Source: an optimization exercise on an open RTL-to-GDS flow (aim: small area). Production flows keep margins and buffers that such runs may drop.
Only the layout flow was run in this run; the RTL was not checked for function there.
No activity file was given, so power comes from the tool's default toggle rates.

[flow/run.sh]
#!/bin/bash
# synth_recipe.tcl (not shown) runs the flow's synth.tcl, then flattens the netlist and writes it again
# the make line also repeats each setting of config.mk as NAME=value (left out here)
make -C /OpenROAD-flow-scripts/flow DESIGN_CONFIG=/design/flow/config.mk WORK_HOME=/design/flow/orfs CLKGATE_MAP_FILE= SYNTH_SCRIPT=/design/flow/synth_recipe.tcl finish
[flow/config.mk]
export PLATFORM = sky130hd
export DESIGN_NAME = pll
export DESIGN_NICKNAME = pll
export VERILOG_FILES = /design/flow/design.v
export SDC_FILE = /design/flow/constraint.sdc
export NUM_CORES = 4
export LEC_CHECK = 0
export CAP_MARGIN = 20
export CORE_MARGIN = 2
export CORE_UTILIZATION = 45
export SLEW_MARGIN = 20
[flow/constraint.sdc]
create_clock -name core_clock -period 10.0 [get_ports {clk}]
set_input_delay 2.0000 -clock core_clock [delete_from_list [all_inputs] [get_ports {clk}]]
set_output_delay 2.0000 -clock core_clock [all_outputs]
set_load 0.01 [all_outputs]
[flow/design.v]
module pll(
	input clk, 
	input reset,
	input sig_in,
	input [6:0] phase_adj,      
	input [11:0] delay_adj,     
	input [15:0] default_freq,  
	output reg osc_out,
	output reg sig_bad,
	output reg [14-1:0] per_avg);
	reg [15:0] freq, freq_nxt, diff, diff_nxt;
	reg        fb, fb_nxt, fb_buf_dly, sig, sig_dly, sig_buf_dly, osc, osc_dly;
	reg        sig_bad_nxt;
	reg [768 - 1:0] sig_buffer, fb_buffer;
	wire fb_buf = fb_buffer[768 - 1];
	wire sig_buf = sig_buffer[768 - 1];
	reg [23:0] ctr, ctr_nxt, osc_nxt;
	reg [16:0] freq_nxt_x;
	always @(*) begin
		ctr_nxt = ctr + {8'b0, freq};
		osc_nxt = ctr_nxt + {phase_adj, 17'b0};
		freq_nxt_x = {1'b0, freq} + {diff[15], diff};
		if(!reset)
			freq_nxt = default_freq;
		else if(freq_nxt_x[16])
			freq_nxt = diff[0] ? 16'b0 : 16'hFFFF;
		else
			freq_nxt = freq_nxt_x[15:0];
	end
	always @(posedge clk or negedge reset) begin
		if(!reset) begin
			ctr     <= 24'b0;
			osc     <= 1'b0;
			osc_dly <= 1'b0;
		end else begin
			ctr     <= ctr_nxt;
			osc     <= osc_nxt[23];
			osc_dly <= osc;
		end
	end
	always @(posedge clk) begin
		osc_out <= ctr_nxt[23];
		freq <= freq_nxt;
	end
	reg [1:0] err, err_nxt, err_dif;
	reg       pd_up, pd_up_nxt, pd_dn, pd_dn_nxt;
	wire sig_edge = sig_buf && !sig_buf_dly;
	wire fb_edge  = fb_buf && !fb_buf_dly;
	always @(*) begin
		pd_up_nxt = ((pd_up && pd_dn) || sig_bad) ? 1'b0 : pd_up | sig_edge;
		pd_dn_nxt = ((pd_up && pd_dn) || sig_bad) ? 1'b0 : pd_dn | fb_edge;
		err     = {1'b0, pd_up} - {1'b0, pd_dn};
		err_nxt = {1'b0, pd_up_nxt} - {1'b0, pd_dn_nxt};
		err_dif = err_nxt - err;
		diff_nxt = {{9{err_nxt[1]}}, err_nxt, 5'b0} + {err_dif, 14'b0};
	end
	always @(posedge clk or negedge reset) begin
		if(!reset) begin
			diff  <= 16'b0;
			pd_up <= 1'b0;
			pd_dn <= 1'b0;
		end else begin
			diff  <= diff_nxt;
			pd_up <= pd_up_nxt;
			pd_dn <= pd_dn_nxt;
		end
	end
	reg [11:0] dly_ctr, dly_ctr_nxt, dly_ctr_max;
	reg        dly_count, dly_count_nxt;
	always @(*) begin
		dly_count_nxt = dly_count;
		dly_ctr_nxt = dly_ctr;
		fb_nxt = fb;
		if(osc ^ osc_dly) begin
			dly_ctr_nxt = dly_ctr_max;
			dly_count_nxt = 1'b1;
		end else if(!dly_ctr) begin
			dly_count_nxt = 1'b0;
			fb_nxt = osc;
		end else if(dly_count) begin
			dly_ctr_nxt = dly_ctr - 1;
		end
	end
	always @(posedge clk or negedge reset) begin
		if(!reset) begin
			dly_ctr   <= 12'b0;
			dly_count <= 1'b0;
			fb        <= 1'b0;
			sig       <= 1'b0;
		end else begin
			dly_ctr   <= dly_ctr_nxt;
			dly_count <= dly_count_nxt;
			fb        <= fb_nxt;
			sig       <= sig_in;
		end
	end
	always @(posedge clk) begin
		dly_ctr_max <= delay_adj;
		sig_dly     <= sig;
		sig_buf_dly <= sig_buf;
		fb_buf_dly  <= fb_buf;
	end
	reg [14-1:0] per_buffer[4 - 1:0];
	reg [14-1:0] per_ctr, per_ctr_nxt, bad_ctr, bad_ctr_nxt, trn_ctr, trn_ctr_nxt;
	reg [14-1:0] post_bad_ctr, post_bad_ctr_nxt;
	reg     [3:0] flush_ctr, flush_ctr_nxt;
	reg           per_upd, per_upd_nxt, post_bad_cnt, post_bad_cnt_nxt;
	wire [14:0] per_buf_sum00 = {1'b0, per_buffer[0]} + {1'b0, per_buffer[1]};
	wire [14:0] per_buf_sum01 = {1'b0, per_buffer[2]} + {1'b0, per_buffer[3]};
	wire [14:0] per_buf_sum10 = {1'b0, per_buf_sum00[14:1]} + {1'b0, per_buf_sum01[14:1]};
	wire not_flushed = |(flush_ctr);
	wire trn_bad = (trn_ctr < {2'b0, per_avg[14-1:2]}) || (trn_ctr > per_avg);
	always @(*) begin
		if(per_upd)
			per_ctr_nxt = 14'b0;
		else
			per_ctr_nxt = per_ctr + 1;
		per_upd_nxt = fb && !fb_buffer[0];
		if(per_upd_nxt && not_flushed)
			flush_ctr_nxt = flush_ctr - 1;
		else
			flush_ctr_nxt = flush_ctr;
		if(sig ^ sig_dly)
			trn_ctr_nxt = 1'b0;
		else if(trn_ctr == 14'hFFFF)
			trn_ctr_nxt = trn_ctr;
		else
			trn_ctr_nxt = trn_ctr + 1;
		if((sig ^ sig_dly && (trn_ctr < {2'b0, per_avg[14-1:2]})) ||
		   (trn_ctr > per_avg) || not_flushed)
			bad_ctr_nxt = 768;
		else if(bad_ctr == 14'b0)
			bad_ctr_nxt = 14'b0;
		else
			bad_ctr_nxt = bad_ctr - 1;
		post_bad_ctr_nxt = post_bad_ctr;
		post_bad_cnt_nxt = post_bad_cnt;
		if(bad_ctr) begin
			post_bad_ctr_nxt = {2'b0, per_avg[14-1:2]};
		end else if(post_bad_ctr && (post_bad_cnt || fb_edge)) begin
			post_bad_ctr_nxt = post_bad_ctr - 1;
			post_bad_cnt_nxt = 1'b1;
		end else if(!post_bad_ctr) begin
			post_bad_ctr_nxt = 14'b0;
			post_bad_cnt_nxt = 1'b0;
		end
		sig_bad_nxt = (|(bad_ctr)) || (|(post_bad_ctr));
	end
	always @(posedge clk or negedge reset) begin
		if(!reset) begin
			per_ctr      <= 14'b0;
			trn_ctr      <= 14'b0;
			per_avg      <= 14'b0;
			per_upd      <= 1'b1;
			bad_ctr      <= 14'b0;
			sig_bad      <= 1'b0;
			post_bad_ctr <= 14'b0;
			post_bad_cnt <= 1'b0;
			flush_ctr    <= 8;
		end else begin
			per_ctr      <= per_ctr_nxt;
			trn_ctr      <= trn_ctr_nxt;
			per_avg      <= per_buf_sum10[14:1];
			per_upd      <= per_upd_nxt;
			bad_ctr      <= bad_ctr_nxt;
			sig_bad      <= sig_bad_nxt;
			post_bad_ctr <= post_bad_ctr_nxt;
			post_bad_cnt <= post_bad_cnt_nxt;
			flush_ctr    <= flush_ctr_nxt;
		end
	end
	integer i;
	always @(posedge clk) begin
		if(per_upd) begin
			for(i = 0; i < 4 - 1; i = i + 1)
				per_buffer[i + 1] <= per_buffer[i];
			per_buffer[0] <= per_ctr;
		end
		sig_buffer <= {sig_buffer[768-2:0], sig_dly};
		fb_buffer  <= {fb_buffer [768-2:0], fb     };
	end
endmodule
==> impl_metrics.tcl <==
set metrics [dict create \
    relSlewSlack 0.414 \
    die_y_um 310 \
    drv_slew 0 \
    clk_pin_slew_worst_paths_ns 0.06 \
    cap_violations 0 \
    antenna_found_initial 0 \
    dieArea_um2 96200 \
    avgSynthCellArea_um2 16.2 \
    first_global_vias 19200 \
    synth_warnings 3 \
    leakagePower_nw 20.2 \
    max_slew.worst_pin.slew_ns 0.875 \
    ys_ff_latch 1748 \
    critPathMaxFanout 4 \
    vias_per_cell 4.28 \
    synth.area.top_cells "dfxtp_1, dfrtp_1, edfxtp_1" \
    htreeDepth 4 \
    ys_types 71 \
    synth_most_common_cell "dfxtp_1" \
    drt_pass1_iterations 5 \
    rsz0062_at_grt "false" \
    path_class "reg -> reg" \
    finalCritPeriodShare 0.409 \
    place_area_um2 44200 \
    ys_seq_area_frac 0.859 \
    synthFlopType "dfxtp_1" \
    synth_largest_area_cell "dfxtp_1" \
    cts_inserted_buffers 158 \
    initial_core_util 0.453 \
    ir_worst_vdd_mv 0.181 \
    use_met2 0.172 \
    num_vias 18000 \
    synth_cells 2607 \
    routedWlPerCell_um 13.1 \
    grt_util_met3 0.0325 \
    timing.hold.worst.class "reg -> reg" \
    cp.required_ns 10.62 \
    syn-num-nets 2758 \
    cts_tree "done" \
    synth_top_area_frac 0.742 \
    overflow 0 \
    cts_sinks 1748 \
    grt_util_all_layers 0.119 \
    place.gp.congestion 0.817 \
    drt_iter0_drc 724 \
    end_kind "register" \
    num-nets-final 2961 \
    fin_tns_setup_ns 0 \
    grt_start_max_net_pins 71 \
    startpoint_type "register" \
    outcome "timing/DRC/antenna clean" \
    ctsHoldBuffers 0 \
    grt_pass1_wl_mm 94.1 \
    drc 0 \
    antenna_left 0 \
    cts_setup_buffers 0 \
    drive_gt1_frac 0.0962 \
    pre_cts_ws_ns 5.88 \
    power_density_nw_per_um2 284 \
    area_growth_pct 17.9 \
    fin_area_um2 49700 \
    setup_ws_ns 5.91 \
    synthArstFlopShare 0.0709 \
    rows 112 \
    syn_area_um2 42200 \
    hold_viol_final 0 \
    final-setup-viol-count 0 \
    synth_edf_count 61 \
    period_needed_ns 4.09 \
    timing.fmax_mhz 244 \
    synth_common_cells "dfxtp_1, dfrtp_1, ha_1, nor2_1, xnor2_1" \
    coreArea_um2 93000 \
    io_buffers 53 \
    cts_root_buffer "clkbuf_16" \
    insertion_delay_ns 0.74 \
    arrival_ns 4.71 \
    ioPinCount 54 \
    clockBufferDepth 3 \
    post-route-util 0.534 \
    die_x_um 310 \
    fin_skew_ns 0.0290 \
    hpwl_mm 30.5 \
    ctsResizeCount 0 \
    wirelength_mm 55.1 \
    globalRouteMet1Util 0.168 \
    top_usage_layer "met2" \
]
-- metal layers --
metal,vias to the layer above,share of wire
met3,118,0.046
met5,-,0
met4,0,0.027
met1,8517,0.51
met2,288,0.42
li1,9029,-
-- cells in the final DEF, fill, tap and decap left out, drive strengths merged, types with 6 or more instances in the layout --
cell,Yosys,final
o211ai,6,6
and2,6,6
a211oi,12,12
ha,108,108
dfrtp,122,122
nor2b,14,14
xnor2,71,71
and3,10,10
a21oi,56,56
nand2b,13,13
clkbuf,9,229
inv,52,63
dfxtp,1563,1563
nand4,11,11
nand3,34,34
nor3,32,32
buf,6,6
clkdlybuf4s50,0,52
o22ai,12,12
nor4,15,15
mux2i,9,9
clkinv,0,35
nand2,60,60
o21ai,51,51
a31oi,17,17
o21a,17,17
a21o,20,20
bufinv,0,14
or2,7,7
nor2,99,99
edfxtp,61,61
xor2,47,47
or3,9,9
-- critical path, stage by stage (launching register included) --
cell	delay [ns]
edfxtp_1	0.37
ha_1	0.25
fa_1	0.43
a211oi_1	0.32
o21ai_0	0.19
a31oi_1	0.29
a211oi_1	0.15
o31a_1	0.35
o211ai_1	0.22
xnor2_1	0.18
ha_1	0.18
a21o_1	0.12
a21oi_1	0.07
o21ai_0	0.32
o32ai_1	0.13
a21oi_1	0.16
mux2i_1	0.11
xnor2_1	0.13
-- final cells by class --
type | count | area [um^2]
inverter | 52 | 195
clock buffer | 229 | 4590
sequential | 1748 | 36200
multi-input combinational | 792 | 5680
timing repair buffer | 58 | 569
fill | 7402 | 43300
antenna | 2 | 5.00
clock inverter | 63 | 886
tap | 1254 | 1570
-- state kept, by name, summed over array words and instances (netlist names), 12 cells and up --
register	flops
bad_ctr	14
ctr	24
dly_ctr	12
dly_ctr_max	12
fb_buffer	768
freq	16
per_avg	14
per_buffer	56
per_ctr	14
post_bad_ctr	14
sig_buffer	768
trn_ctr	14
-- cells by family (layout without fill, tap and decap cells) --
group                      after synthesis  count (layout)  synth area share
AOI/OAI and AO/OA                      226             226            0.0349
DFF                                   1748            1748             0.859
buffers and inverters                   67             402           0.00641
xor gates and xnor gates               118             118            0.0247
muxes                                   10              10           0.00240
adders and majority gates              113             113            0.0344
other                                    0               2                 0
and+or+nand+nor                        325             325            0.0381
-- final timing paths --
kind | from | to | slack, ns | depth (start not counted)
worst max-delay path | freq[0]$_DFFE_PP_ | osc$_DFF_PN0_ | 5.91 | 17
worst min register to register | sig_buffer[329]$_DFF_P_ | sig_buffer[330]$_DFF_P_ | 0.30 | 0
worst max register to register | freq[0]$_DFFE_PP_ | osc$_DFF_PN0_ | 5.91 | 17
min in group asynchronous | reset | per_ctr[12]$_DFF_PN0_ | 1.23 | 1
max in group asynchronous | reset | ctr[10]$_DFF_PN0_ | 7.54 | 2
worst min-delay path | sig_buffer[329]$_DFF_P_ | sig_buffer[330]$_DFF_P_ | 0.30 | 0
-- per-stage QoR --
| stage | total power (W) | hold slack (ns) | std cells |
|---|---|---|---|
| 2_1_floorplan | 0.00794 | 0.310 | 2607 |
| 3_3_place_gp | 0.00810 | 0.311 | 3904 |
| 3_5_place_dp | 0.00815 | 0.312 | 3904 |
| 4_1_cts | 0.0143 | 0.301 | 4196 |
| 5_1_grt | 0.0147 | 0.305 | 4196 |
| 6_report | 0.0141 | 0.305 | 4198 |
-- power by group --
group / switching, W / total (W) / leakage (nW) / internal [W]
clock: 0.00252 / 0.00611 / 2.68 / 0.00360
combinational: 0.000396 / 0.000725 / 2.86 / 0.000328
sequential: 0.000119 / 0.00727 / 14.7 / 0.00715
total: 0.00303 / 0.0141 / 20.2 / 0.0111

afterwards: timing with drivers on the ports:
The flow's constraints put no driver on any port. The routed layout listed below was extracted and timed again, unchanged, in two steps. Step 1 sets driving cells, clkbuf_16 on the clock port and buf_2 on the other inputs (assumed; they add their load-dependent delay and slew). Step 2 also shifts input and output timing later by t, the mid clock arrival at the registers, as if the neighbouring blocks saw the same clock. Three values: no drivers, after step 1, after step 2; two values: the first two.
t, ns: 0.788
setup slack, ns: 5.910 / 5.910 / 5.910
worst setup path at the end: register to register
clock arrival spread, ns: 0.030 / 0.029
After both steps this run still meets setup and hold. The setup slack of this run moves by 0.000 ns with the drivers and by 0.000 ns with both steps.
